Context: an optimization exercise on an open-source flow, tuned for small area. The choices shown serve that exercise and are no tape-out recipe.
Function was checked by simulation only, so behaviour that the tests miss may differ from the original.
Power is estimated from default activity; no workload was simulated.

==> design/flow/design.v <==
module pwm_microcontroller(
    input clk,            
    input rst,            
    input RX,             
    output TX,            
    output pwm0,          
    output pwm1           
);
    parameter PWM_BITS = 8;
    parameter PWM_FREQ = 1000;           
    parameter PWM_PERIOD = CLK_FREQ / PWM_FREQ;  
    parameter BAUD_RATE = 115200;
    parameter CLK_FREQ = 12000000;
    parameter BAUD_COUNT = CLK_FREQ / BAUD_RATE;
    reg [PWM_BITS-1:0] pwm0_duty;
    reg [PWM_BITS-1:0] pwm1_duty;
    reg [15:0] pwm_counter;   
    reg [7:0] rx_data;
    reg rx_valid;
    reg [2:0] rx_state;
    reg [15:0] baud_counter;
    reg [2:0] bit_counter;
    reg rx_sync1, rx_sync2;
    reg tx_busy;
    reg tx_start;
    reg [7:0] tx_data;
    reg [3:0] tx_bit_counter;
    reg [15:0] tx_baud_counter;
    reg tx_reg;
    assign TX = tx_reg;
    reg [7:0] instr;
    reg [7:0] data;
    reg waiting_for_data;
    always @(posedge clk) begin
        if (rst) begin
            rx_sync1 <= 1'b1;
            rx_sync2 <= 1'b1;
        end else begin
            rx_sync1 <= RX;
            rx_sync2 <= rx_sync1;
        end
    end
    always @(posedge clk) begin
        if (rst) begin
            rx_data <= 8'h00;
            rx_valid <= 1'b0;
            rx_state <= 3'b000;
            baud_counter <= 16'h0000;
            bit_counter <= 3'b000;
        end else begin
        rx_valid <= 1'b0;
        case (rx_state)
            3'b000: begin  
                if (rx_sync2 == 1'b0) begin
                    rx_state <= 3'b001;
                    baud_counter <= 16'h0000;
                    bit_counter <= 3'b000;
                end
            end
            3'b001: begin  
                if (baud_counter >= (BAUD_COUNT >> 1)) begin
                    if (rx_sync2 == 1'b0) begin
                        rx_state <= 3'b010;
                        baud_counter <= 16'h0000;
                    end else begin
                        rx_state <= 3'b000;
                    end
                end else begin
                    baud_counter <= baud_counter + 16'h0001;
                end
            end
            3'b010: begin  
                if (baud_counter >= BAUD_COUNT) begin
                    rx_data[bit_counter] <= rx_sync2;
                    baud_counter <= 16'h0000;
                    bit_counter <= bit_counter + 3'b001;
                    if (bit_counter == 3'b111) begin
                        rx_state <= 3'b100;
                    end
                end else begin
                    baud_counter <= baud_counter + 16'h0001;
                end
            end
            3'b100: begin  
                if (baud_counter >= BAUD_COUNT) begin
                    if (rx_sync2 == 1'b1) begin
                        rx_valid <= 1'b1;
                    end
                    rx_state <= 3'b000;
                    baud_counter <= 16'h0000;
                end else begin
                    baud_counter <= baud_counter + 16'h0001;
                end
            end
            default: begin
                rx_state <= 3'b000;
                baud_counter <= 16'h0000;
            end
        endcase
        end
    end
    always @(posedge clk) begin
        if (rst) begin
            pwm0_duty <= 0;
            pwm1_duty <= 0;
            tx_data <= 8'h00;
            tx_start <= 0;
            instr <= 0;
            data <= 0;
            waiting_for_data <= 0;
        end else
        if (rx_valid) begin
            if (!waiting_for_data) begin
                instr <= rx_data;
                if (rx_data == 8'h01 || rx_data == 8'h02) begin
                    waiting_for_data <= 1;
                end else if (rx_data == 8'hFF) begin
                    pwm0_duty <= 0;
                    pwm1_duty <= 0;
                    tx_data <= 8'hAA;  
                    tx_start <= 1;
                end
            end else begin
                data <= rx_data;
                if (instr == 8'h01) pwm0_duty <= rx_data;
                else if (instr == 8'h02) pwm1_duty <= rx_data;
                tx_data <= 8'h55;  
                tx_start <= 1;
                waiting_for_data <= 0;
            end
        end else begin
            tx_start <= 0;
        end
    end
    always @(posedge clk) begin
        if (rst) begin
            tx_busy <= 0;
            tx_bit_counter <= 0;
            tx_baud_counter <= 0;
            tx_reg <= 1'b1;
        end else begin
        if (tx_start && !tx_busy) begin
            tx_busy <= 1;
            tx_bit_counter <= 0;
            tx_baud_counter <= 0;
        end
        if (tx_busy) begin
            if (tx_baud_counter == 0) begin
                case (tx_bit_counter)
                    0: tx_reg <= 1'b0;  
                    1: tx_reg <= tx_data[0];
                    2: tx_reg <= tx_data[1];
                    3: tx_reg <= tx_data[2];
                    4: tx_reg <= tx_data[3];
                    5: tx_reg <= tx_data[4];
                    6: tx_reg <= tx_data[5];
                    7: tx_reg <= tx_data[6];
                    8: tx_reg <= tx_data[7];
                    9: tx_reg <= 1'b1;  
                    default: begin
                        tx_reg <= 1'b1;
                        tx_busy <= 0;
                        tx_bit_counter <= 0;
                    end
                endcase
                tx_bit_counter <= tx_bit_counter + 1;
            end
            tx_baud_counter <= (tx_baud_counter == BAUD_COUNT-1) ? 0 : tx_baud_counter + 1;
        end
        end
    end
    always @(posedge clk) begin
        if (rst) pwm_counter <= 0;
        else if (pwm_counter == PWM_PERIOD-1) pwm_counter <= 0;
        else pwm_counter <= pwm_counter + 1;
    end
    assign pwm0 = (pwm_counter < ((pwm0_duty * PWM_PERIOD) >> 8)) ? 1'b0 : 1'b1;
    assign pwm1 = (pwm_counter < ((pwm1_duty * PWM_PERIOD) >> 8)) ? 1'b0 : 1'b1;
endmodule
==> design/flow/run.sh <==
#!/bin/bash
# synth_recipe.tcl (not shown) runs the flow's synth.tcl, then flattens the netlist and writes it again
# the make line also repeats each setting of config.mk as NAME=value (left out here)
make -C /OpenROAD-flow-scripts/flow DESIGN_CONFIG=/design/flow/config.mk WORK_HOME=/design/flow/orfs CLKGATE_MAP_FILE= SYNTH_SCRIPT=/design/flow/synth_recipe.tcl finish
==> design/flow/config.mk <==
export PLATFORM = sky130hd
export DESIGN_NAME = pwm_microcontroller
export DESIGN_NICKNAME = pwm_microcontroller
export VERILOG_FILES = /design/flow/design.v
export SDC_FILE = /design/flow/constraint.sdc
export NUM_CORES = 4
export LEC_CHECK = 0
export CAP_MARGIN = 20
export CORE_MARGIN = 2
export CORE_UTILIZATION = 40
export SLEW_MARGIN = 20
==> design/flow/constraint.sdc <==
create_clock -name core_clock -period 10.0 [get_ports {clk}]
set_input_delay 2.0000 -clock core_clock [delete_from_list [all_inputs] [get_ports {clk}]]
set_output_delay 2.0000 -clock core_clock [all_outputs]
set_load 0.01 [all_outputs]
==> results of run 1 <==
## Yosys cell counts (4+ instances only)
master | instances | share of area, %
a21o_1 | 19 | 1.7
and3_1 | 6 | 0.44
nor2_1 | 89 | 3.9
xnor2_1 | 24 | 2.5
a21oi_1 | 50 | 2.9
nor4_1 | 14 | 1.0
inv_1 | 132 | 5.8
o21ai_0 | 15 | 0.88
nor2b_1 | 6 | 0.44
and2_1 | 21 | 1.5
nand3_1 | 22 | 1.3
nand4_1 | 21 | 1.5
or3_1 | 9 | 0.66
nor3b_1 | 4 | 0.35
o22ai_1 | 6 | 0.44
a311oi_1 | 5 | 0.52
a221o_1 | 5 | 0.59
mux2i_1 | 28 | 3.3
nor3_1 | 14 | 0.83
o211ai_1 | 5 | 0.44
a31oi_1 | 8 | 0.59
or2_2 | 5 | 0.37
nand2b_1 | 10 | 0.74
clkbuf_1 | 18 | 0.80
or4_1 | 5 | 0.44
nand2_1 | 42 | 1.9
xor2_1 | 22 | 2.3
fa_1 | 49 | 12
a211oi_1 | 6 | 0.53
dfxtp_1 | 99 | 23
o21bai_1 | 8 | 0.71
ha_1 | 117 | 17
## worst min path at each step
stage	from	end	depth (start not counted)	slack, ns
after floorplan	rx_sync1	rx_sync2	1	0.39
after global placement	rx_sync1	rx_sync2	1	0.40
after detailed placement	rx_sync1	rx_sync2	1	0.40
after CTS	rx_sync1	rx_sync2	1	0.42
after global routing	rx_sync1	rx_sync2	1	0.44
final	rx_sync1	rx_sync2	1	0.41
## metal layers
metal	track usage [%]	routed length, um
met5	0	0
met4	2.83	116
met3	2.65	313
met2	26.4	7810
met1	21.9	8690
## power by group through the flow
stage / registers [mW] / logic (mW) / clock network [mW]
3_3_place_gp: 0.408 / 0.0286 / 0
3_5_place_dp: 0.408 / 0.0287 / 0
6_report: 0.399 / 0.0285 / 0.371
2_1_floorplan: 0.407 / 0.0209 / 0
5_1_grt: 0.399 / 0.0322 / 0.400
4_1_cts: 0.399 / 0.0288 / 0.383
## critical path, delay by kind of cell, from the launching register on
kind            cells  cell delay (ns)
buf+inv             5             0.73
flops               1             0.43
xor+xnor            1             0.18
compound gates      7             1.76
simple gates        1             0.22
fa+ha+maj           6             2.56
## cell type report
| type | count | area, sq um |
|---|---|---|
| Sequential cell | 99 | 1980 |
| Clock inverter | 6 | 82.6 |
| Clock buffer | 10 | 239 |
| Fill cell | 2098 | 11900 |
| Tap cell | 275 | 344 |
| Inverter | 133 | 499 |
| Timing Repair Buffer | 7 | 60.1 |
| Multi-Input combinational cell | 699 | 5870 |
## per-stage QoR
step	utilization, %	hold WS (ns)	worst slack (ns)	cells	cell area [sq um]
global placement	41.8	0.397	2.17	1212	8750
finish	43.3	0.414	1.74	1229	9080
floorplan	-	0.389	2.78	957	8490
global route	43.3	0.437	1.41	1229	9080
CTS	43.3	0.419	1.71	1228	9070
detailed placement	41.8	0.399	2.10	1212	8750
## cell families after synthesis
group / after synthesis / synth area share [%]
AND/OR/NAND/NOR: 287 / 17.4
AO/OA/AOI/OAI: 169 / 14.5
adder cells (fa/ha/maj): 166 / 28.8
buffers and inverters: 159 / 7.51
flip-flops: 99 / 23.3
XOR/XNOR: 46 / 4.74
multiplexers: 31 / 3.70
==> notes.md, run 1 <==
clock latency at the later pin of the worst-skew pair=about 0.35 ns; Post-synth EDFFs=0; Vert. Die Dim=roughly 150 um; number of DRC violations after detailed routing=0; CTS Root Buffer Type=clkbuf_16; worst setup path endpoint=pwm0; Yosys warning count=1; proportion of power drawn by combinational gates=3.6%; Achievable Freq=about 120 MHz; first drt pass iteration count=4; Critical Path Fanout Max=5; period utilization=82.6%; minimum period implied by the final worst setup slack=roughly 8.3 ns; Pint=between 0.6 and 0.7 mW; highest-count cells in the layout ignoring fill and taps=inv_1 (132), ha_1 (117), dfxtp_1 (99), nor2_1 (89), a21oi_1 (50); sequential cell area fraction in the yosys report=23.3%; fraction of final layout cells with drive strength greater than 1=4.30%; worst setup path startpoint=pwm0_duty[5]; violation count after the first detailed-route iteration=276; switch share=a little under a quarter; transition time at the pin with the least slew margin=about 0.68 ns; leading registers by flop count=baud_counter x16, pwm_counter x16, tx_baud_counter x16; class of the tightest hold or removal check=register to register; total number of nets in the final design=1118; diode insertion count for antenna repair=0; number of clock sinks=between 90 and 100; number of failing setup endpoints in the final timing report=0; chip width=150 um; clock transition time at the flip-flop clock pins of the worst setup and hold paths=around 0.08 ns; drt via density=approximately 5.1; number of buffers inserted by post-CTS setup repair=0; via count of the first global-routing pass=~6100; relative contribution of the clock network to total power=a little under half; total of max-cap violations=0; stage delay of the slowest cell on the critical path=0.55 ns; Synth Net Count=approximately 1100; count of final max-slew check failures=0; count of nets left with antenna violations after detail routing=0; number of antenna violations at the first check in global routing=0; CTS tree=built; worst slew margin relative to its limit=approximately 55%; leading cell type in the layout, fill and taps excluded=inv_1; Mapped Area=roughly 8500 sq um; total congestion overflow=0; capture point of the worst reg-to-reg path=tx_baud_counter[13]; nature of the critical path startpoint=register; Critical-path top delay cell=fa_1; leak pwr=approximately 4.2 nW; total clock buffers created by CTS=9; pin count of the biggest net entering global routing=39; boundary pin count=6; Site Rows=between 50 and 60; result of the run=finished clean; cell count after synthesis=around 960; global-route total usage across every layer=about 16%; switching pwr=approximately 0.18 mW; reg2reg path depth=5; die footprint=approximately 22000 sq um; clock skew after layout=around 0.012 ns; routability congestion estimate from global placement=0.791; number of hold buffers added after cts=0; data required time of the critical path=around 8 ns; accumulated negative setup slack=0 ns; primary flip-flop cell chosen by synthesis mapping=dfxtp_1; number of levels the H-tree was split into=3; Peak VDD IR=0.0716 mV; total of cells resized after clock tree synthesis=0; Design Power=between 0.7 and 0.8 mW; Synth cell types=between 70 and 80; ordered list of cells on the worst path=inv_1 > fa_1 > fa_1 > inv_1 > fa_1 > inv_1 > fa_1 > inv_1 > ha_1 > and3_1 > a221o_1 > a221oi_1 > xor2_1 > ha_1 > a21o_1 > a21o_1 > a21o_1 > a21o_1 > a221o_1 > clkdlybuf4s50_1; crit end category=output pin; floorplan core area=about 21000 sq um; Critical Path AT=approximately 6.3 ns; Buffers on Ports=5; syn_area_per_cell=between 8 and 9 sq um; wire length of the first global-routing pass=29100 um; HPWL Detailed=roughly 13000 um; detailed-route wire length per cell=between 10 and 15 um; synth-to-layout area growth=6.91%; R2R Path Start=tx_baud_counter[3]; setup repair after global routing missed its margin=no; Final Hold Fails=0; clk buf depth=2; flop2flop setup slack=between 7 and 8 ns; Pwr per Cell Area=approximately 88 nW/um^2; Worst Path Class, Setup=register to output pin; final routed wirelength across all metal layers=roughly 17000 um; total number of vias=6308; sequential power share=between 50% and 60%; share of flip-flops with an asynchronous set or reset after synthesis=0%; synthesis-stage register bit count=99; Initial Utilization=roughly two fifths
==> run 2, diff against run 1 <==
==> design/flow/design.v (replaced) <==
module pwm_microcontroller(
    input  clk,
    input  rst,
    input  RX,
    output TX,
    output pwm0,
    output pwm1
);
    reg s1, s2;
    always @(posedge clk) begin
        s1 <= rst | RX;
        s2 <= rst | s1;
    end
    reg  [1:0] st;
    reg  [6:0] bd;        
    reg  [8:0] sr;        
    reg        rx_valid;
    wire idle  = ~st[1] & ~st[0];
    wire start = st[0];
    wire act   = st[1];
    wire term  = bd[6] & bd[5] & bd[3];    
    wire stopb = sr[0];
    always @(posedge clk) begin
        bd <= idle ? 7'd52 : (term ? 7'd0 : bd + 7'd1);
        if (start | (act & term & ~stopb))
            sr <= {act ? s2 : term, sr[8:1]};
        if (rst) begin
            st <= 2'b00;
            rx_valid <= 1'b0;
        end else begin
            rx_valid <= act & term & stopb & s2;
            if (idle) begin
                if (~s2) st <= 2'b01;
            end else if (start) begin
                if (term) st <= s2 ? 2'b00 : 2'b10;
            end else begin
                if (term & stopb) st <= 2'b00;
            end
        end
    end
    wire [7:0] rd = sr[8:1];
    reg       waiting, which, sel;
    reg [7:0] duty0, duty1;
    wire is_ff   = &rd;
    wire is_cmd  = (rd[7:2] == 6'd0) & (rd[1] ^ rd[0]);
    wire ack     = rx_valid & (waiting | is_ff);
    always @(posedge clk) begin
        if (rx_valid & ~waiting) which <= rd[1];
        if (ack) sel <= waiting;    
        if (rst) begin
            waiting <= 1'b0;
            duty0 <= 8'd0;
            duty1 <= 8'd0;
        end else if (rx_valid) begin
            if (~waiting) begin
                if (is_cmd) waiting <= 1'b1;
                else if (is_ff) begin
                    duty0 <= 8'd0;
                    duty1 <= 8'd0;
                end
            end else begin
                if (~which) duty0 <= rd;
                else duty1 <= rd;
                waiting <= 1'b0;
            end
        end
    end
    reg [3:0] bc;
    reg [6:0] tb;
    reg       txr;
    assign TX = txr;
    wire tidle = bc[3] & bc[1] & bc[0];          
    wire tterm = tb[6] & tb[5] & tb[2] & tb[1] & tb[0];  
    wire emit  = ~tidle & tterm;
    wire last  = (bc == 4'd10);
    wire bitv  = (bc == 4'd0) ? 1'b0 :
                 (bc[3] & (bc[1] | bc[0])) ? 1'b1 : ~(bc[0] ^ sel);
    wire sel_n = ack ? waiting : sel;
    always @(posedge clk) begin
        if (rst) begin
            bc  <= 4'd11;
            txr <= 1'b1;
        end else begin
            if (emit) begin
                txr <= (bc == 4'd0) ? 1'b0 :
                       (bc == 4'd9 || bc == 4'd10) ? 1'b1 : ~(bc[0] ^ sel);
                bc  <= bc + 4'd1;
            end
            if (ack & (tidle | (last & tterm))) bc <= 4'd0;
        end
        if (ack & (tidle | (last & tterm)))
            tb <= 7'd102;
        else
            tb <= tterm ? 7'd0 : tb + 7'd1;
    end
    reg [7:0] k;
    reg [5:0] r;
    wire rterm = r[5] & r[3] & r[2] & r[1];    
    always @(posedge clk) begin
        if (rst) begin
            k <= 8'd0;
            r <= 6'd1;
        end else if (rterm) begin
            k <= k + 8'd1;
            r <= {5'd0, &k[2:0]};
        end else begin
            r <= r + 6'd1;
        end
    end
    assign pwm0 = (duty0 <= k);
    assign pwm1 = (duty1 <= k);
endmodule
--- a/design/flow/config.mk
+++ b/design/flow/config.mk
@@ -9,3 +9,5 @@
 export CORE_MARGIN = 2
 export CORE_UTILIZATION = 40
+export CTS_CLUSTER_DIAMETER = 500
+export CTS_CLUSTER_SIZE = 100
 export SLEW_MARGIN = 20
==> run 2 against run 1 <==
Effect of this change:
- utilization increased by 3.1 points
- fmax is 93% higher
- cell count down 66%
- register-to-register slack better by 0.52 ns
- critical path type unchanged
- wire length is 67% lower
- clock skew down 0.0057 ns
- critical path depth fell by 13
- sequential share of layout area rose by 20 points
- power is 28% lower
==> notes.md, run 2 <==
total of cells resized after clock tree synthesis=0 (unchanged); share of flip-flops with an asynchronous set or reset after synthesis=0% (unchanged); number of DRC violations after detailed routing=0 (unchanged); detailed-route wire length per cell=13.5 um (-2.0%); data required time of the critical path=8.00 ns (about the same); Final Hold Fails=0 (unchanged); first drt pass iteration count=4 (unchanged); top cell type's share of synthesized area=35.9% (+13 points); Site Rows=31 (-42%); minimum period implied by the final worst setup slack=4.28 ns (-3.98 ns); highest-count cells in the layout ignoring fill and taps=dfxtp_1 (55), ha_1 (26), nor2_1 (24), nand2_1 (19), inv_1 (16); CTS tree=built; count of final max-slew check failures=0 (unchanged); total number of nets in the final design=340 (-70%); Pwr per Cell Area=168 nW/um^2 (+91%); number of buffers inserted by post-CTS setup repair=0 (unchanged); accumulated negative setup slack=0 ns (unchanged); primary flip-flop cell chosen by synthesis mapping=dfxtp_1; busiest grt layer=met2; total number of vias=2152 (-66%); result of the run=finished clean; final routed wirelength across all metal layers=5610 um (-67%); CP delay by family, top=buffers and inverters; most instantiated library cell after synthesis=dfxtp_1; Initial Utilization=41.8% (+1.3 points); clock latency at the later pin of the worst-skew pair=0.34 ns (about the same); most instantiated cells after synthesis=dfxtp_1 (55), ha_1 (26), nor2_1 (24); Worst Path Buf+Inv=2 (-3); clock skew after layout=0.00620 ns (-0.00575 ns); Yosys warning count=1 (unchanged); count of nets left with antenna violations after detail routing=0 (unchanged); number of hold buffers added after cts=0 (unchanged); area fraction in compound gates after synthesis=14.8% (+0.31 points); Post-synth EDFFs=11 (+11); ordered list of cells on the worst path=inv_1 > ha_1 > nor2b_1 > o21ai_0 > a21boi_0 > o31ai_1 > clkdlybuf4s50_1; Vert. Die Dim=91.5 um (-39%); worst slew margin relative to its limit=54.4% (-0.20 points); synthesis-stage register bit count=66 (-33%); HPWL Detailed=3970 um (-70%); violation count after the first detailed-route iteration=66 (-76%); total congestion overflow=0 (unchanged); period utilization=42.8% (-40 points); crit end category=output pin; cell count after placement=399 (-67%); Buffers on Ports=5 (unchanged); transition time at the pin with the least slew margin=0.679 ns (+0.000242 ns); leak pwr=1.30 nW (-69%); hold_ws=0.422 ns (+0.00826 ns); Worst Path Class, Setup=register to output pin; most flop-heavy register=sr; leading cell type in the layout, fill and taps excluded=dfxtp_1; Critical Path AT=2.28 ns (-3.98 ns); number of antenna violations at the first check in global routing=0 (unchanged); multiplexer share of the synthesized area=0.327% (-3.4 points); via count of the first global-routing pass=2084 (-66%); GR Util met3=4.23% (+1.6 points); routability congestion estimate from global placement=0.788 (-0.29%); pin count of the biggest net entering global routing=33 (-15%); area of all placed cells without fillers=3400 sq um (-63%); setup repair after global routing missed its margin=no; clk buf depth=2 (unchanged); synth-to-layout area growth=11.1%; Synth Net Count=332 (-71%); Synth cell types=54 (-26%); stage delay of the slowest cell on the critical path=0.57 ns (+0.02 ns); sequential cell area fraction in the yosys report=46.7% (+23 points); Mapped Area=3060 sq um (-64%); Peak VDD IR=0.0571 mV (-20%); boundary pin count=6 (unchanged); total clock buffers created by CTS=9 (unchanged); Critical-path top delay cell=clkdlybuf4s50_1; Adder-Cell Fraction of Synth Area=10.6% (-18 points); diode insertion count for antenna repair=0 (unchanged); CTS Root Buffer Type=clkbuf_8; cell count after synthesis=303 (-68%); share of synthesized cell area in and, or, nand and nor gates=19.3% (+1.8 points); final cell count without fillers=415 (-66%); chip width=91.5 um (-39%); flip-flop count of the largest register after layout=9; clock transition time at the flip-flop clock pins of the worst setup and hold paths=0.07 ns (about the same); class of the tightest hold or removal check=register to register; die footprint=8370 sq um (-63%); number of clock sinks=66 (-33%); Critical Path Fanout Max=6 (+1); drt via density=5.19 (+1.0%); nature of the critical path startpoint=register; number of failing setup endpoints in the final timing report=0 (unchanged); post-synthesis xor/xnor area fraction=4.86% (+0.12 points); GRT met2 Usage=21.7% (-4.7 points); Achievable Freq=234 MHz (+93%); fraction of final layout cells with drive strength greater than 1=8.54% (+4.2 points); cell type contributing the most total cell area after synthesis=dfxtp_1; global-route total usage across every layer=14.8% (-1.0 points); Placement Cell Area=3200 sq um (-63%); leading post-synthesis cells by cell area=dfxtp_1 (36%), edfxtp_1 (11%), ha_1 (11%), xnor2_1 (3.4%), a22o_1 (3.1%); floorplan core area=7330 sq um (-65%); total of max-cap violations=0 (unchanged); dominant combinational cell family by area after synthesis=simple AND/OR/NAND/NOR gates; wire length of the first global-routing pass=9860 um (-66%); met1 demand-to-capacity share in global routing=20.0% (-1.9 points); syn_area_per_cell=10.1 sq um (+14%); number of levels the H-tree was split into=3 (unchanged); Design Power=0.571 mW (-28%)
run 2: cell count changes after synthesis, sizes merged, moves of 15 or more:
| cell | change |
|---|---|
| xor2 | -17 |
| clkbuf | -15 |
| dfxtp | -44 |
| mux2i | -27 |
| ha | -91 |
| fa | -49 |
| nand2 | -23 |
| inv | -116 |
| nand4 | -15 |
| nor2 | -65 |
| a21o | -19 |
| a21oi | -38 |
| and2 | -22 |
run 2: metal layers:
metal	wire length, um	vias up
met3	187	12
met4	141	0
li1	-	1114
met1	2880	993
met5	0	-
met2	2390	33
run 2: cell type report:
| type | instances | area (sq um) |
|---|---|---|
| flip-flops and latches | 66 | 1430 |
| multi-input cells | 212 | 1530 |
| fillers | 698 | 3930 |
| inverters | 16 | 60.1 |
| clock buffers | 15 | 198 |
| clock inverters | 1 | 5.00 |
| well taps | 99 | 124 |
| repair buffers | 6 | 57.6 |
run 2: path summary, 6_finish.rpt:
path	start	cells after the start	end	slack, ns
setup / recovery	k[1]	7	pwm1	5.72
hold reg to reg	s1	1	s2	0.42
hold / removal	s1	1	s2	0.42
setup reg to reg	sr[2]	5	duty1[2]	8.22
run 2: stage by stage:
step	worst slack (ns)	utilization [%]
CTS	5.69	46.4
global placement	6.10	43.7
floorplan	6.62	-
detailed placement	6.07	43.7
finish	5.72	46.4
global route	5.59	46.4
run 2: report_power, final:
| part | internal [mW] | switching [mW] |
|---|---|---|
| Combinational | 0.0224 | 0.0224 |
| Sequential | 0.287 | 0.0180 |
| Clock | 0.125 | 0.0962 |
| Total | 0.434 | 0.137 |
run 2: kinds of logic (layout without fill, tap and decap cells):
logic type | after synthesis | after routing
compound gates | 64 | 64
xor+xnor | 17 | 17
fa+ha+maj | 26 | 26
buf+inv | 25 | 38
flops | 66 | 66
mux | 1 | 1
simple gates | 104 | 104
==> run 3, diff against run 2 <==
--- a/design/flow/config.mk
+++ b/design/flow/config.mk
@@ -9,4 +9,5 @@
 export CORE_MARGIN = 2
 export CORE_UTILIZATION = 40
+export CTS_BUF_LIST = sky130_fd_sc_hd__clkbuf_4
 export CTS_CLUSTER_DIAMETER = 500
 export CTS_CLUSTER_SIZE = 100
==> run 3 against run 2 <==
Effect of this change:
- still clean
- sequential power barely moved
- area after synthesis unchanged
- non-clock buffer count stayed put
- count of clock-buffer cells in the layout shrank 4
- utilization decreased by 1.0 points
- first-iteration DRC count decreased by 6.1%
- cell count did not move
==> notes.md, run 3 <==
result of the run=finished clean; Yosys warning count=1 (unchanged); HPWL Detailed=3970 um (unchanged); accumulated negative setup slack=0 ns (unchanged); leak pwr=1.27 nW (-2.4%); worst setup slack before clock tree synthesis=6.07 ns (unchanged); crit end category=output pin; via count of the first global-routing pass=2069 (-0.72%); highest-count cells in the layout ignoring fill and taps=dfxtp_1 (55), ha_1 (26), nor2_1 (24), nand2_1 (19), inv_1 (16); filler cell count=707 (+1.3%); class of the tightest hold or removal check=register to register; detailed-route wire length per cell=13.4 um (-0.59%); Achievable Freq=230 MHz (-1.6%); hold_ws=0.432 ns (+0.00980 ns); area of all placed cells without fillers=3330 sq um (-2.2%); total congestion overflow=0 (unchanged); CTS tree=built; total of max-cap violations=0 (unchanged); Final Hold Fails=0 (unchanged); violation count after the first detailed-route iteration=62 (-6.1%); worst slew margin relative to its limit=54.0% (-0.44 points); total number of nets in the final design=340 (unchanged); die footprint=8370 sq um (unchanged); Mapped Area=3060 sq um (unchanged); Peak VDD IR=0.0531 mV (-7.0%); Buffers on Ports=5 (unchanged); Critical Path AT=2.35 ns (+0.07 ns); Site Rows=31 (unchanged); Worst Path Class, Setup=register to output pin; number of DRC violations after detailed routing=0 (unchanged); wire length of the first global-routing pass=9840 um (-0.21%); minimum period implied by the final worst setup slack=4.35 ns (+0.0706 ns); number of buffers inserted by post-CTS setup repair=0 (unchanged); leading post-synthesis cells by cell area=dfxtp_1 (36%), edfxtp_1 (11%), ha_1 (11%), xnor2_1 (3.4%), a22o_1 (3.1%); top cell type's share of synthesized area=35.9% (unchanged); fraction of final layout cells with drive strength greater than 1=8.23% (-0.32 points); share of flip-flops with an asynchronous set or reset after synthesis=0% (unchanged); Synth Net Count=332 (unchanged); Initial Utilization=41.8% (unchanged); Vert. Die Dim=91.5 um (unchanged); most instantiated library cell after synthesis=dfxtp_1; most instantiated cells after synthesis=dfxtp_1 (55), ha_1 (26), nor2_1 (24); most flop-heavy register=sr; clock latency at the later pin of the worst-skew pair=0.39 ns (+0.05 ns); cell type contributing the most total cell area after synthesis=dfxtp_1; Critical-path top delay cell=clkdlybuf4s50_1; setup repair after global routing missed its margin=no; final design utilization=45.4% (-1.0 points); final cell count without fillers=415 (unchanged); Pwr per Cell Area=155 nW/um^2 (-7.6%); data required time of the critical path=8.00 ns (about the same); total of cells resized after clock tree synthesis=0 (unchanged); boundary pin count=6 (unchanged); depth of the worst hold-timing path=1 (unchanged); flop2flop setup slack=8.19 ns (-0.03 ns); synthesis-stage register bit count=66 (unchanged); Critical Path Fanout Max=6 (unchanged); period utilization=43.5% (+0.71 points); count of nets left with antenna violations after detail routing=0 (unchanged); transition time at the pin with the least slew margin=0.685 ns (+0.00648 ns); first drt pass iteration count=4 (unchanged); number of clock sinks=66 (unchanged); number of failing setup endpoints in the final timing report=0 (unchanged); primary flip-flop cell chosen by synthesis mapping=dfxtp_1; total number of vias=2166 (+0.65%); pin count of the biggest net entering global routing=33 (unchanged); drt via density=5.22 (+0.65%); CTS Root Buffer Type=clkbuf_4; reg2reg path depth=5 (unchanged); synth-to-layout area growth=8.70%; Placement Cell Area=3200 sq um (unchanged); ordered list of cells on the worst path=inv_1 > ha_1 > nor2b_1 > o21ai_0 > a21boi_0 > o31ai_1 > clkdlybuf4s50_1; final routed wirelength across all metal layers=5570 um (-0.59%); cell count after synthesis=303 (unchanged); flip-flop count of the largest register after layout=9 (unchanged); routability congestion estimate from global placement=0.788 (unchanged); floorplan core area=7330 sq um (unchanged); Synth cell types=54 (unchanged); number of hold buffers added after cts=0 (unchanged); sequential cell area fraction in the yosys report=46.7% (unchanged); stage delay of the slowest cell on the critical path=0.57 ns (about the same); global-route total usage across every layer=14.7% (-0.070 points); fin worst setup slack=5.65 ns (-0.0706 ns); leading cell type in the layout, fill and taps excluded=dfxtp_1; cell count after placement=399 (unchanged); Post-synth EDFFs=11 (unchanged); clock transition time at the flip-flop clock pins of the worst setup and hold paths=0.11 ns (+0.04 ns); total clock buffers created by CTS=9 (unchanged); nature of the critical path startpoint=register; chip width=91.5 um (unchanged); Design Power=0.516 mW (-9.6%); clk buf depth=2 (unchanged); count of final max-slew check failures=0 (unchanged); clock skew after layout=0.0125 ns (+0.00626 ns); syn_area_per_cell=10.1 sq um (unchanged); diode insertion count for antenna repair=0 (unchanged); number of levels the H-tree was split into=3 (unchanged); number of antenna violations at the first check in global routing=0 (unchanged)
## run 3: cell types whose count changed in the layout (fill, tap and decap cells not counted)
| cell | before | now |
|---|---|---|
| bufinv_16 | 0 | 1 |
| clkbuf_1 | 2 | 0 |
| clkbuf_16 | 1 | 0 |
| clkbuf_4 | 0 | 11 |
| clkbuf_8 | 12 | 0 |
| clkinv_1 | 0 | 3 |
## run 3: report_power, final
group,internal [mW],switching [mW]
Sequential,0.286,0.0180
Clock,0.0793,0.0876
Combinational,0.0225,0.0225
## run 3: critical path: cells and delay by family, from the launching register on
family                     cells  cell delay [ns]
buffers and inverters          2             0.67
AOI/OAI and AO/OA              3             0.44
DFF                            1             0.43
adders and majority gates      1             0.30
and+or+nand+nor                1             0.13
## run 3: cell families (layout without fill, tap and decap cells)
| family | Yosys count | in the layout | share of synthesized area (%) |
|---|---|---|---|
| adders and majority gates | 26 | 26 | 10.6 |
| xor gates and xnor gates | 17 | 17 | 4.86 |
| AOI/OAI and AO/OA | 64 | 64 | 14.8 |
| and+or+nand+nor | 104 | 104 | 19.3 |
| muxes | 1 | 1 | 0.327 |
| buffers and inverters | 25 | 38 | 3.39 |
| DFF | 66 | 66 | 46.7 |
## run 3: final cells by class
type                    count  area (sq um)  share of cell area, %
multi-input cells         212          1530                   45.9
flip-flops and latches     66          1430                   43.0
well taps                  99           124                   3.72
clock buffers              11          82.6                   2.48
inverters                  16          60.1                   1.80
repair buffers              6          57.6                   1.73
clock inverters             5          46.3                   1.39
## run 3: final timing paths
check | startpoint | endpoint
setup / recovery | k[1] | pwm1
hold / removal | s1 | s2
setup reg to reg | sr[2] | duty1[2]
hold reg to reg | s1 | s2
## run 3: routing by layer
layer	track usage, %	vias to the layer above	part of all wire, %
met5	0	-	0
met4	6.94	0	1.7
met3	3.98	6	2.1
met2	21.8	24	44
met1	19.8	1017	52
li1	-	1119	-
==> run 4, diff against run 3 <==
--- a/design/flow/config.mk
+++ b/design/flow/config.mk
@@ -9,6 +9,3 @@
 export CORE_MARGIN = 2
 export CORE_UTILIZATION = 40
-export CTS_BUF_LIST = sky130_fd_sc_hd__clkbuf_4
-export CTS_CLUSTER_DIAMETER = 500
-export CTS_CLUSTER_SIZE = 100
 export SLEW_MARGIN = 20
==> run 4 against run 3 <==
Effect of this change:
- register-to-register slack better by 0.03 ns
- sequential power hardly changed
- largest power group unchanged
- synthesized cell count stayed put
- final area is 2.2% higher
- highest routed layer unchanged
- first-iteration DRC count is 6.5% higher
==> notes.md, run 4 <==
Critical Path Fanout Max=6 (unchanged); fraction of final layout cells with drive strength greater than 1=8.54% (+0.32 points); detailed-route wire length per cell=13.5 um (+0.59%); clock skew after layout=0.00620 ns (-0.00626 ns); setup repair after global routing missed its margin=no; Pwr per Cell Area=168 nW/um^2 (+8.2%); minimum period implied by the final worst setup slack=4.28 ns (-0.0706 ns); accumulated negative setup slack=0 ns (unchanged); Design Power=0.571 mW (+11%); total of cells resized after clock tree synthesis=0 (unchanged); Vert. Die Dim=91.5 um (unchanged); drt via density=5.19 (-0.65%); total of max-cap violations=0 (unchanged); violation count after the first detailed-route iteration=66 (+6.5%); count of final max-slew check failures=0 (unchanged); proportion of power drawn by combinational gates=7.9% (-0.8 points); flip-flop count of the largest register after layout=9 (unchanged); crit end category=output pin; leading post-synthesis cells by cell area=dfxtp_1 (36%), edfxtp_1 (11%), ha_1 (11%), xnor2_1 (3.4%), a22o_1 (3.1%); Worst Path Class, Setup=register to output pin; clock transition time at the flip-flop clock pins of the worst setup and hold paths=0.07 ns (-0.04 ns); number of hold buffers added after cts=0 (unchanged); boundary pin count=6 (unchanged); Critical Path AT=2.28 ns (-0.07 ns); wire length of the first global-routing pass=9860 um (+0.21%); clk buf depth=2 (unchanged); number of levels the H-tree was split into=3 (unchanged); first drt pass iteration count=4 (unchanged); CTS tree=built; capture point of the worst reg-to-reg path=duty1[2]; HPWL Detailed=3970 um (unchanged); top cell type's share of synthesized area=35.9% (unchanged); Final Hold Fails=0 (unchanged); chip width=91.5 um (unchanged); total number of vias=2152 (-0.65%); cell type contributing the most total cell area after synthesis=dfxtp_1; sequential cell area fraction in the yosys report=46.7% (unchanged); worst slew margin relative to its limit=54.4% (+0.44 points); via count of the first global-routing pass=2084 (+0.72%); nature of the critical path startpoint=register; synthesis-stage register bit count=66 (unchanged); die footprint=8370 sq um (unchanged); routability congestion estimate from global placement=0.788 (unchanged); switch share=23.9% (-0.90 points); highest-count cells in the layout ignoring fill and taps=dfxtp_1 (55), ha_1 (26), nor2_1 (24), nand2_1 (19), inv_1 (16); leading cell type in the layout, fill and taps excluded=dfxtp_1; final routed wirelength across all metal layers=5610 um (+0.59%); Synth cell types=54 (unchanged); Peak VDD IR=0.0571 mV (+7.6%); Buffers on Ports=5 (unchanged); hold_ws=0.422 ns (-0.00980 ns); most instantiated library cell after synthesis=dfxtp_1; number of buffers inserted by post-CTS setup repair=0 (unchanged); clock latency at the later pin of the worst-skew pair=0.34 ns (-0.05 ns); data required time of the critical path=8.00 ns (about the same); share of flip-flops with an asynchronous set or reset after synthesis=0% (unchanged); diode insertion count for antenna repair=0 (unchanged); primary flip-flop cell chosen by synthesis mapping=dfxtp_1; stage delay of the slowest cell on the critical path=0.57 ns (about the same); CTS Root Buffer Type=clkbuf_8; most flop-heavy register=sr; number of DRC violations after detailed routing=0 (unchanged); Achievable Freq=234 MHz (+1.6%); Initial Utilization=41.8% (unchanged); period utilization=42.8% (-0.71 points); start point of the worst min-delay path=s1; reg2reg path depth=5 (unchanged); Pint=0.434 mW (+12%); transition time at the pin with the least slew margin=0.679 ns (-0.00648 ns); synth-to-layout area growth=11.1%; leak pwr=1.30 nW (+2.5%); number of clock sinks=66 (unchanged); switching pwr=0.137 mW (+6.6%); total number of nets in the final design=340 (unchanged); flop2flop setup slack=8.22 ns (+0.03 ns); Critical-path top delay cell=clkdlybuf4s50_1; class of the tightest hold or removal check=register to register; Mapped Area=3060 sq um (unchanged); relative contribution of the clock network to total power=38.8% (+6.5 points); cell count after synthesis=303 (unchanged); number of failing setup endpoints in the final timing report=0 (unchanged); Site Rows=31 (unchanged); number of antenna violations at the first check in global routing=0 (unchanged); result of the run=finished clean; ordered list of cells on the worst path=inv_1 > ha_1 > nor2b_1 > o21ai_0 > a21boi_0 > o31ai_1 > clkdlybuf4s50_1; R2R Path Start=sr[2]; Synth Net Count=332 (unchanged); Yosys warning count=1 (unchanged); global-route total usage across every layer=14.8% (+0.070 points); count of nets left with antenna violations after detail routing=0 (unchanged); pin count of the biggest net entering global routing=33 (unchanged); Post-synth EDFFs=11 (unchanged); final design utilization=46.4% (+1.0 points); total congestion overflow=0 (unchanged); syn_area_per_cell=10.1 sq um (unchanged); sink of the worst hold path=s2; floorplan core area=7330 sq um (unchanged); total clock buffers created by CTS=9 (unchanged); sequential power share=53.3% (-5.7 points); depth of the worst hold-timing path=1 (unchanged); most instantiated cells after synthesis=dfxtp_1 (55), ha_1 (26), nor2_1 (24)
-- run 4: per-stage QoR --
| stage | cells | area (sq um) | setup slack (ns) |
|---|---|---|---|
| floorplan | 303 | 3060 | 6.62 |
| global placement | 399 | 3200 | 6.10 |
| detailed placement | 399 | 3200 | 6.07 |
| CTS | 415 | 3400 | 5.69 |
| global route | 415 | 3400 | 5.59 |
| finish | 415 | 3400 | 5.72 |
-- run 4: worst max-delay path by stage --
stage / start / end / slack, ns / depth (start not counted)
2_1_floorplan: k[1] / pwm1 / 6.62 / 6
3_3_place_gp: k[1] / pwm1 / 6.10 / 7
3_5_place_dp: k[1] / pwm1 / 6.07 / 7
4_1_cts: k[1] / pwm1 / 5.69 / 7
5_1_grt: k[1] / pwm1 / 5.59 / 7
6_report: k[1] / pwm1 / 5.72 / 7
-- run 4: final cells by class --
cell class | instances | area [sq um]
inverters | 16 | 60.1
clock buffers | 15 | 198
multi-input cells | 212 | 1530
fillers | 698 | 3930
well taps | 99 | 124
flip-flops and latches | 66 | 1430
repair buffers | 6 | 57.6
clock inverters | 1 | 5.00
-- run 4: critical path, delay by kind of cell (launching register included) --
family	cells	cell delay (ns)
flops	1	0.42
compound gates	3	0.44
simple gates	1	0.13
fa+ha+maj	1	0.30
buf+inv	2	0.67
-- run 4: layer usage --
metal / share of wire, % / GRT usage (%)
met1: 51 / 20.0
met5: 0 / 0
met3: 3.3 / 4.23
met4: 2.5 / 6.94
met2: 43 / 21.7
-- run 4: kinds of logic after synthesis --
kind of cell             Yosys count  synth area share (%)
adder cells (fa/ha/maj)           26                  10.6
AND/OR/NAND/NOR                  104                  19.3
flip-flops                        66                  46.7
XOR/XNOR                          17                  4.86
buffers and inverters             25                  3.39
AO/OA/AOI/OAI                     64                  14.8
multiplexers                       1                 0.327
-- run 4: power groups by stage --
stage	combinational, mW	clock [mW]	sequential, mW
after detailed placement	0.0453	0	0.310
after global routing	0.0521	0.238	0.308
after CTS	0.0453	0.227	0.305
after floorplan	0.0403	0	0.305
after global placement	0.0446	0	0.310
final	0.0449	0.222	0.305
==> run 5, diff against run 4 <==
==> design/flow/flow/run.sh (new file) <==
#!/bin/bash
# Standard layout with smaller port buffers and a clock tree without dummy loads.
set -euo pipefail
export BUFFER_PORTS_ARGS="-buffer_cell sky130_fd_sc_hd__buf_1"
export CTS_ARGS="-sink_clustering_enable -repair_clock_nets -dont_use_dummy_load -buf_list sky130_fd_sc_hd__clkbuf_4 -sink_clustering_size 100 -sink_clustering_max_diameter 500"
bash standard.sh > standard.log 2>&1
==> design/flow/standard.sh (new file) <==
#!/bin/bash
# synth_recipe.tcl (not shown) runs the flow's synth.tcl, then flattens the netlist and writes it again
# the make line also repeats each setting of config.mk as NAME=value (left out here)
make -C /OpenROAD-flow-scripts/flow DESIGN_CONFIG=/design/flow/config.mk WORK_HOME=/design/flow/orfs CLKGATE_MAP_FILE= SYNTH_SCRIPT=/design/flow/synth_recipe.tcl "${@:-finish}"
removed: design/flow/run.sh
==> run 5 against run 4 <==
Effect of this change:
- combinational power about the same
- critical endpoint unchanged
- cell count decreased by 1.7%
- clock power is 46% lower
- largest power group unchanged
- sequential share of layout area is 2.2 points higher
- power is 18% lower
- die area stayed put
- clock skew grew 0.021 ns
- area after synthesis stayed put
- critical path depth is the same
- non-clock buffer count unchanged
==> notes.md, run 5 <==
result of the run=finished clean; crit end category=output pin; R2R Path Start=sr[2]; Mapped Area=3060 sq um (unchanged); Critical Path Fanout Max=3 (-3); Vert. Die Dim=91.5 um (unchanged); number of clock sinks=66 (unchanged); setup repair after global routing missed its margin=no; synthesis-stage register bit count=66 (unchanged); Final Hold Fails=0 (unchanged); number of failing setup endpoints in the final timing report=0 (unchanged); capture point of the worst reg-to-reg path=duty1[4]; drt via density=5.25 (+1.2%); highest-count cells in the layout ignoring fill and taps=dfxtp_1 (55), ha_1 (26), nor2_1 (24), nand2_1 (19), inv_1 (16); count of nets left with antenna violations after detail routing=0 (unchanged); Worst Path Class, Setup=register to output pin; most instantiated library cell after synthesis=dfxtp_1; global-route total usage across every layer=14.4% (-0.39 points); Initial Utilization=41.8% (unchanged); total of max-cap violations=0 (unchanged); CTS Root Buffer Type=clkbuf_4; total of cells resized after clock tree synthesis=0 (unchanged); flop2flop setup slack=8.23 ns (about the same); total congestion overflow=0 (unchanged); first drt pass iteration count=4 (unchanged); Synth cell types=54 (unchanged); total number of vias=2141 (-0.51%); most instantiated cells after synthesis=dfxtp_1 (55), ha_1 (26), nor2_1 (24); area of all placed cells without fillers=3240 sq um (-4.9%); class of the tightest hold or removal check=register to register; sequential cell area fraction in the yosys report=46.7% (unchanged); CTS tree=built; Critical-path top delay cell=dfxtp_1; via count of the first global-routing pass=2070 (-0.67%); count of final max-slew check failures=0 (unchanged); top cell type's share of synthesized area=35.9% (unchanged); cell type contributing the most total cell area after synthesis=dfxtp_1; stage delay of the slowest cell on the critical path=0.34 ns (-0.23 ns); wire length of the first global-routing pass=9550 um (-3.2%); Site Rows=31 (unchanged); nature of the critical path startpoint=register; chip width=91.5 um (unchanged); total clock buffers created by CTS=9 (unchanged); Buffers on Ports=5 (unchanged); clock transition time at the flip-flop clock pins of the worst setup and hold paths=0.09 ns (+0.02 ns); detailed-route wire length per cell=13.3 um (-1.7%); ordered list of cells on the worst path=inv_1 > ha_1 > a21o_1 > a21oi_1 > a21boi_0 > o31ai_1 > buf_1; Post-synth EDFFs=11 (unchanged); cell count after synthesis=303 (unchanged); clock latency at the later pin of the worst-skew pair=0.40 ns (+0.06 ns); most flop-heavy register=sr; switching pwr=0.119 mW (-13%); leading cell type in the layout, fill and taps excluded=dfxtp_1; synth-to-layout area growth=5.68%; Pwr per Cell Area=145 nW/um^2 (-14%); clk buf depth=2 (unchanged); violation count after the first detailed-route iteration=69 (+4.5%); leading post-synthesis cells by cell area=dfxtp_1 (36%), edfxtp_1 (11%), ha_1 (11%), xnor2_1 (3.4%), a22o_1 (3.1%); Placement Cell Area=3170 sq um (-0.98%); switch share=25.4% (+1.5 points); share of flip-flops with an asynchronous set or reset after synthesis=0% (unchanged); number of DRC violations after detailed routing=0 (unchanged); pin count of the biggest net entering global routing=33 (unchanged); number of buffers inserted by post-CTS setup repair=0 (unchanged); accumulated negative setup slack=0 ns (unchanged); period utilization=39.3% (-3.4 points); number of antenna violations at the first check in global routing=0 (unchanged); sink of the worst hold path=s2; Critical Path AT=1.93 ns (-0.35 ns); sequential power share=64.8% (+12 points); routability congestion estimate from global placement=0.813 (+3.1%); proportion of power drawn by combinational gates=9.5% (+1.6 points); flip-flop count of the largest register after layout=9 (unchanged); Yosys warning count=1 (unchanged); relative contribution of the clock network to total power=25.7% (-13 points); final routed wirelength across all metal layers=5420 um (-3.3%); reg2reg path depth=5 (unchanged); boundary pin count=6 (unchanged); primary flip-flop cell chosen by synthesis mapping=dfxtp_1; Achievable Freq=254 MHz (+8.8%); data required time of the critical path=8.00 ns (about the same); syn_area_per_cell=10.1 sq um (unchanged); die footprint=8370 sq um (unchanged); fraction of final layout cells with drive strength greater than 1=7.12% (-1.4 points); floorplan core area=7330 sq um (unchanged); worst slew margin relative to its limit=53.2% (-1.2 points); transition time at the pin with the least slew margin=0.700 ns (+0.0216 ns); diode insertion count for antenna repair=0 (unchanged); HPWL Detailed=3860 um (-2.8%); Peak VDD IR=0.0566 mV (-0.92%); number of hold buffers added after cts=0 (unchanged); Synth Net Count=332 (unchanged); leak pwr=1.22 nW (-6.0%); start point of the worst min-delay path=s1; total number of nets in the final design=340 (unchanged); Pint=0.350 mW (-19%); depth of the worst hold-timing path=1 (unchanged); minimum period implied by the final worst setup slack=3.93 ns (-0.345 ns); clock skew after layout=0.0268 ns (+0.0206 ns); number of levels the H-tree was split into=3 (unchanged)
==> run 5: per-layer routing <==
metal	vias to the layer above	track usage, %	part of all wire, %
li1	1120	-	-
met1	993	19.9	54
met2	20	21.2	42
met3	8	3.49	2.3
met4	0	6.44	1.8
met5	-	0	0
==> run 5: worst max-delay path: cells and delay by family (launching register included) <==
kind / cells / cell delay (ns)
compound gates: 4 / 0.65
buf+inv: 2 / 0.25
flops: 1 / 0.34
fa+ha+maj: 1 / 0.29
==> run 5: cell families after synthesis <==
| logic type | count (synthesis) | synth area share, % |
|---|---|---|
| fa+ha+maj | 26 | 10.6 |
| mux | 1 | 0.327 |
| flops | 66 | 46.7 |
| buf+inv | 25 | 3.39 |
| compound gates | 64 | 14.8 |
| simple gates | 104 | 19.3 |
| xor+xnor | 17 | 4.86 |
==> run 5: worst max-delay path by stage <==
stage / endpoint / start
final: pwm1 / k[3]
after global routing: pwm1 / k[1]
after CTS: pwm1 / k[1]
after detailed placement: pwm1 / k[1]
after global placement: pwm1 / k[1]
after floorplan: pwm1 / k[1]
==> run 5: layout make-up <==
type | instances | area, sq um
sequential | 66 | 1430
tap | 99 | 124
multi-input combinational | 212 | 1530
timing repair buffer | 6 | 26.3
clock buffer | 9 | 67.6
inverter | 16 | 60.1
fill | 718 | 4090
==> run 5: stage by stage <==
step	hold WS [ns]	power, mW	worst slack [ns]	util [%]	std cells
after floorplan	0.389	0.345	6.62	-	303
after global placement	0.394	0.354	6.51	43.2	399
after detailed placement	0.399	0.355	6.46	43.2	399
after CTS	0.418	0.475	6.04	44.2	408
after global routing	0.438	0.497	5.84	44.2	408
final	0.415	0.469	6.07	44.2	408
==> run 5: power by group through the flow <==
stage / clock (mW) / sequential, mW / combinational, mW
after floorplan: 0 / 0.305 / 0.0403
after global placement: 0 / 0.309 / 0.0447
after detailed placement: 0 / 0.310 / 0.0450
after CTS: 0.126 / 0.304 / 0.0454
after global routing: 0.137 / 0.307 / 0.0524
final: 0.120 / 0.304 / 0.0448

static timing again, ports no longer ideal:
Ports are ideal in the flow. The routed layouts listed here were re-timed in OpenROAD.
Step 1, drivers: a clkbuf_16 drives clk and a buf_2 each remaining input, both assumed.
Step 2 moves the port delays by t, midway between the first and last clock arrival at a register: inputs arrive t later, outputs are due t later. That takes back most of the time a late clock gives input paths.
Slacks: ideal ports / drivers / drivers and shift; pairs: ideal ports / drivers.
run	t, ns	setup WS [ns]	clock arrival spread, ns
run 1	0.394	1.740 / 1.693 / 2.087	0.013 / 0.012
run 2	0.364	5.721 / 5.691 / 6.055	0.006 / 0.006
run 3	0.411	5.651 / 5.623 / 6.034	0.017 / 0.018
run 4	0.364	5.721 / 5.691 / 6.055	0.006 / 0.006
run 5	0.413	6.066 / 6.039 / 6.453	0.032 / 0.031
After both steps every run listed still meets setup and hold.
